This is an optimization exercise on Yosys and OpenROAD, whose aim is small area, not a production implementation.
In this exercise RTL edits were held to simulation tests only and were not proved equivalent to the original.
Power figures rest on the tool's default switching activity, not on a simulated workload.

Design TopModule, start of the top module:
module TopModule(
input InputKey, ValidCmd, RWMem, ConfigDiv, Reset, Clk,
input[7:0] Addr, InA, InB,
input[3:0] Sel,
input[31:0] DIn,
output CalcActive, CalcMode, Busy, DOutValid, ClkTx,
output [3:0] DataOut);
reg Active, Mode, CorrectInput;
reg [1:0] kst;
always @(posedge Clk or posedge Reset)
begin
    if (Reset)
    begin
        Active <= 1'b0;
        Mode <= 1'b0;
        CorrectInput <= 1'b0;
        kst <= 2'b00;
    end
    else
    begin
        if (ValidCmd && !CorrectInput)
            case ({InputKey, kst})
                3'b1_00: kst <= 2'b01;
                3'b0_01: kst <= 2'b10;
                3'b1_10: kst <= 2'b11;
                3'b0_11: CorrectInput <= 1'b1;
                default: kst <= 2'b00;
            endcase
        if (CorrectInput && !Busy)
        begin
            Active <= 1'b1;
            Mode <= InputKey;
        end
    end
end
reg AccessMem, TxData, BusyR, rwen;
reg [1:0] rwFlag, cs;
wire TxDone;
wire RW = Active && RWMem;
wire RWMemC = AccessMem && cs[1];
wire SampleData = cs[0] ^ (BusyR && rwFlag[0]);
assign Busy = BusyR;
always @(posedge Clk or posedge Reset)
begin
    if (Reset)
    begin
        AccessMem <= 1'b0;
        TxData <= 1'b0;
        BusyR <= 1'b0;
        rwFlag <= 2'b00;
        cs <= 2'b00;
        rwen <= 1'b0;
    end
    else if (Mode == 1'b1 && rwFlag != 2'b10)
    begin
        rwFlag <= 2'b01;
        casex ({cs, ValidCmd, Active, RW, TxDone})
            6'b00_1_1_0_x: {cs, AccessMem, BusyR, rwen} <= 5'b01_1_1_1;
            6'b00_1_1_1_x: {cs, AccessMem, TxData, BusyR, rwen} <= 6'b11_1_1_1_0;
            6'b01_x_1_x_0: {cs, AccessMem} <= 3'b10_0;
            6'b10_x_1_x_0: {cs, TxData} <= 3'b11_1;
            6'b11_x_1_x_x: begin
                TxData <= 1'b0;
                if ((TxDone && rwen) || (!RW && !rwen))
                    {cs, BusyR, TxData, AccessMem} <= 5'b00_0_0_0;
            end
            default: {cs, AccessMem, TxData, BusyR, rwFlag} <= 7'b00_0_0_0_00;
        endcase
    end
    else if (Mode == 1'b0 && rwFlag != 2'b01)
    begin
        rwFlag <= 2'b10;
  ...
Settings: LEC_CHECK=0, CAP_MARGIN=0, CORE_MARGIN=2, CORE_UTILIZATION=40, PLACE_DENSITY=0.6, SLEW_MARGIN=0, SYNTH_HIERARCHICAL=1, SYNTH_MINIMUM_KEEP_SIZE=0; clock period 20.0 ns.
standard.sh (not shown) runs the stock make flow with config.mk's settings and CLKGATE_MAP_FILE= SYNTH_SCRIPT=/design/flow/synth_recipe.tcl, a recipe that flattens the netlist after the stock synthesis.
==> flow/flow/run.sh <==
#!/bin/bash
# Standard ORFS layout with smaller port buffers, smaller clock buffers and
# no CTS dummy loads.
set -euo pipefail
export BUFFER_PORTS_ARGS="-buffer_cell sky130_fd_sc_hd__buf_1"
export CTS_ARGS="-sink_clustering_enable -repair_clock_nets -dont_use_dummy_load -buf_list sky130_fd_sc_hd__clkbuf_4 -sink_clustering_size 10 -sink_clustering_max_diameter 35"
bash standard.sh > standard.log 2>&1
Then changed:
--- a/flow/design.v
+++ b/flow/design.v
@@ -170,19 +170,18 @@
         endcase
 end
 assign ClkTx = ClkOut;
 reg TxStart, DataValid, TxDoneR;
 reg [3:0] Dout;
 reg [3:0] cnt;        
-reg z;                
 reg rp;               
 reg [19:0] R;
 assign TxDone = TxDoneR;
 wire load = SampleData && !TxData;
 wire start = !SampleData && TxData && DataValid;
-wire dinNz = Mode ? (rdValid && mv[rdAddr]) : 1'b1;
+wire z = rp && !(rdValid && mv[rdAddr]);
 wire [8:0] srcSel = rp ? {1'b0, 8'd1 << rdAddr} : 9'h100;
 wire [19:0] src;
 genvar gb;
 generate for (gb = 0; gb < 20; gb = gb + 1) begin : sp
     SrcBit sb(.m({R[gb], m7[gb], m6[gb], m5[gb], m4[gb], m3[gb], m2[gb], m1[gb], m0[gb]}), .s(srcSel), .o(src[gb]));
 end endgenerate
@@ -260,16 +259,13 @@
         Dout <= Dout_n;
     end
 end
 always @(posedge Clk)
 begin
     if (load)
-    begin
-        z <= !dinNz;
         rp <= Mode;
-    end
     if (load && !Mode)
         R <= wdata;
 end
 assign CalcActive = Active;
 assign CalcMode = Mode;
 assign DOutValid = TxStart;
@@ -357,30 +353,65 @@
       assign cc[j+1] = (row[i-1][j] & pp[j]) | (cc[j] & (row[i-1][j] ^ pp[j]));
     end
   end endgenerate
   assign P = row[7];
 endmodule
 module AluDiv(input [7:0] A, input [7:0] B, output [7:0] Q);
+  wire [7:0] nB = ~B;
   wire [7:0] rem [0:8];
   assign rem[8] = 8'd0;
   genvar i, j;
   generate for (i = 7; i >= 0; i = i - 1) begin : dv
     localparam W = 8 - i;
+    localparam INV = (W % 2 == 0);    
+    wire ai = INV ? ~A[i] : A[i];
     wire [W-1:0] x;
-    if (W == 1) assign x = A[i]; else assign x = {rem[i+1][W-2:0], A[i]};
-    wire [W:0] bw;
+    if (W == 1) assign x = ai; else assign x = {rem[i+1][W-2:0], ai};
+    wire [7:0] bb = INV ? B : nB;
+    wire [W:0] c;
     wire [W-1:0] df;
-    assign bw[0] = 1'b0;
     for (j = 0; j < W; j = j + 1) begin : b
-      assign df[j] = x[j] ^ B[j] ^ bw[j];
-      assign bw[j+1] = (~x[j] & B[j]) | (~(x[j] ^ B[j]) & bw[j]);
+      if (j == 0) begin : h
+        if (INV) begin : n
+          DivHalfI u(.x(x[0]), .b(bb[0]), .s(df[0]), .co(c[1]));
+        end else begin : p
+          DivHalfT u(.x(x[0]), .b(B[0]), .s(df[0]), .co(c[1]));
+        end
+      end else if (W == 8) begin : k
+        DivCarry u(.x(x[j]), .nb(bb[j]), .ci(c[j]), .co(c[j+1]));
+      end else begin : f
+        DivCell u(.x(x[j]), .nb(bb[j]), .ci(c[j]), .s(df[j]), .co(c[j+1]));
+      end
     end
     wire hz;
     if (W == 8) assign hz = 1'b1; else assign hz = ~|B[7:W];
-    assign Q[i] = hz & ~bw[W];
-    wire [W-1:0] rn = Q[i] ? df : x;
-    if (W == 8) assign rem[i] = rn; else assign rem[i] = {{(8-W){1'b0}}, rn};
+    assign Q[i] = hz & (INV ? ~c[W] : c[W]);
+    if (W == 8) assign rem[i] = 8'd0;
+    else begin : rs
+      wire [W-1:0] rn;
+      for (j = 0; j < W; j = j + 1) begin : m
+        DivMux u(.a(x[j]), .b(df[j]), .s(Q[i]), .o(rn[j]));
+      end
+      assign rem[i] = {{(8-W){1'b0}}, rn};
+    end
   end endgenerate
 endmodule
+module DivCell(input x, input nb, input ci, output s, output co);
+  assign {co, s} = x + nb + ci;
+endmodule
+module DivHalfT(input x, input b, output s, output co);
+  assign s = x ^ b;
+  assign co = x | ~b;
+endmodule
+module DivHalfI(input x, input b, output s, output co);
+  assign s = x ^ b;
+  assign co = x & b;
+endmodule
+module DivCarry(input x, input nb, input ci, output co);
+  assign co = (x & nb) | (x & ci) | (nb & ci);
+endmodule
+module DivMux(input a, input b, input s, output o);
+  assign o = !(s ? b : a);
+endmodule
 module SrcBit(input [8:0] m, input [8:0] s, output o);
 assign o = |(m & s);
 endmodule
Clock power came out higher by about 2%.
Wire length stays flat.
Sequential share of layout area came out higher by 0.84 points.
Global-route usage came out higher by 0.29 points.
Total power came out lower by 22%.
Core utilization came out higher by 0.25 points.
Clock skew came out lower by 4.9 ps.

## static timing again, ports no longer ideal
No port has a modelled driver above. Below, the same layouts with a new extraction and two added sets of constraints. Step 1, drivers: a clkbuf_16 drives Clk and a buf_2 each remaining input, both assumed. Step 2 also shifts input and output timing later by t, the mid clock arrival at the registers, as if the neighbouring blocks saw the same clock. Three values: ideal ports, drivers, drivers and shift; two values: the first two.
run | t (ns) | setup WS [ns] | clock arrival spread, ns | cell pins on the clock port's net
the first run | 0.685 | 1.979 / 1.979 / 1.979 | 0.072 / 0.071 | 1
the second run | 0.696 | 1.472 / 1.472 / 1.472 | 0.078 / 0.078 | 1
After both steps setup and hold are still met in every run listed.
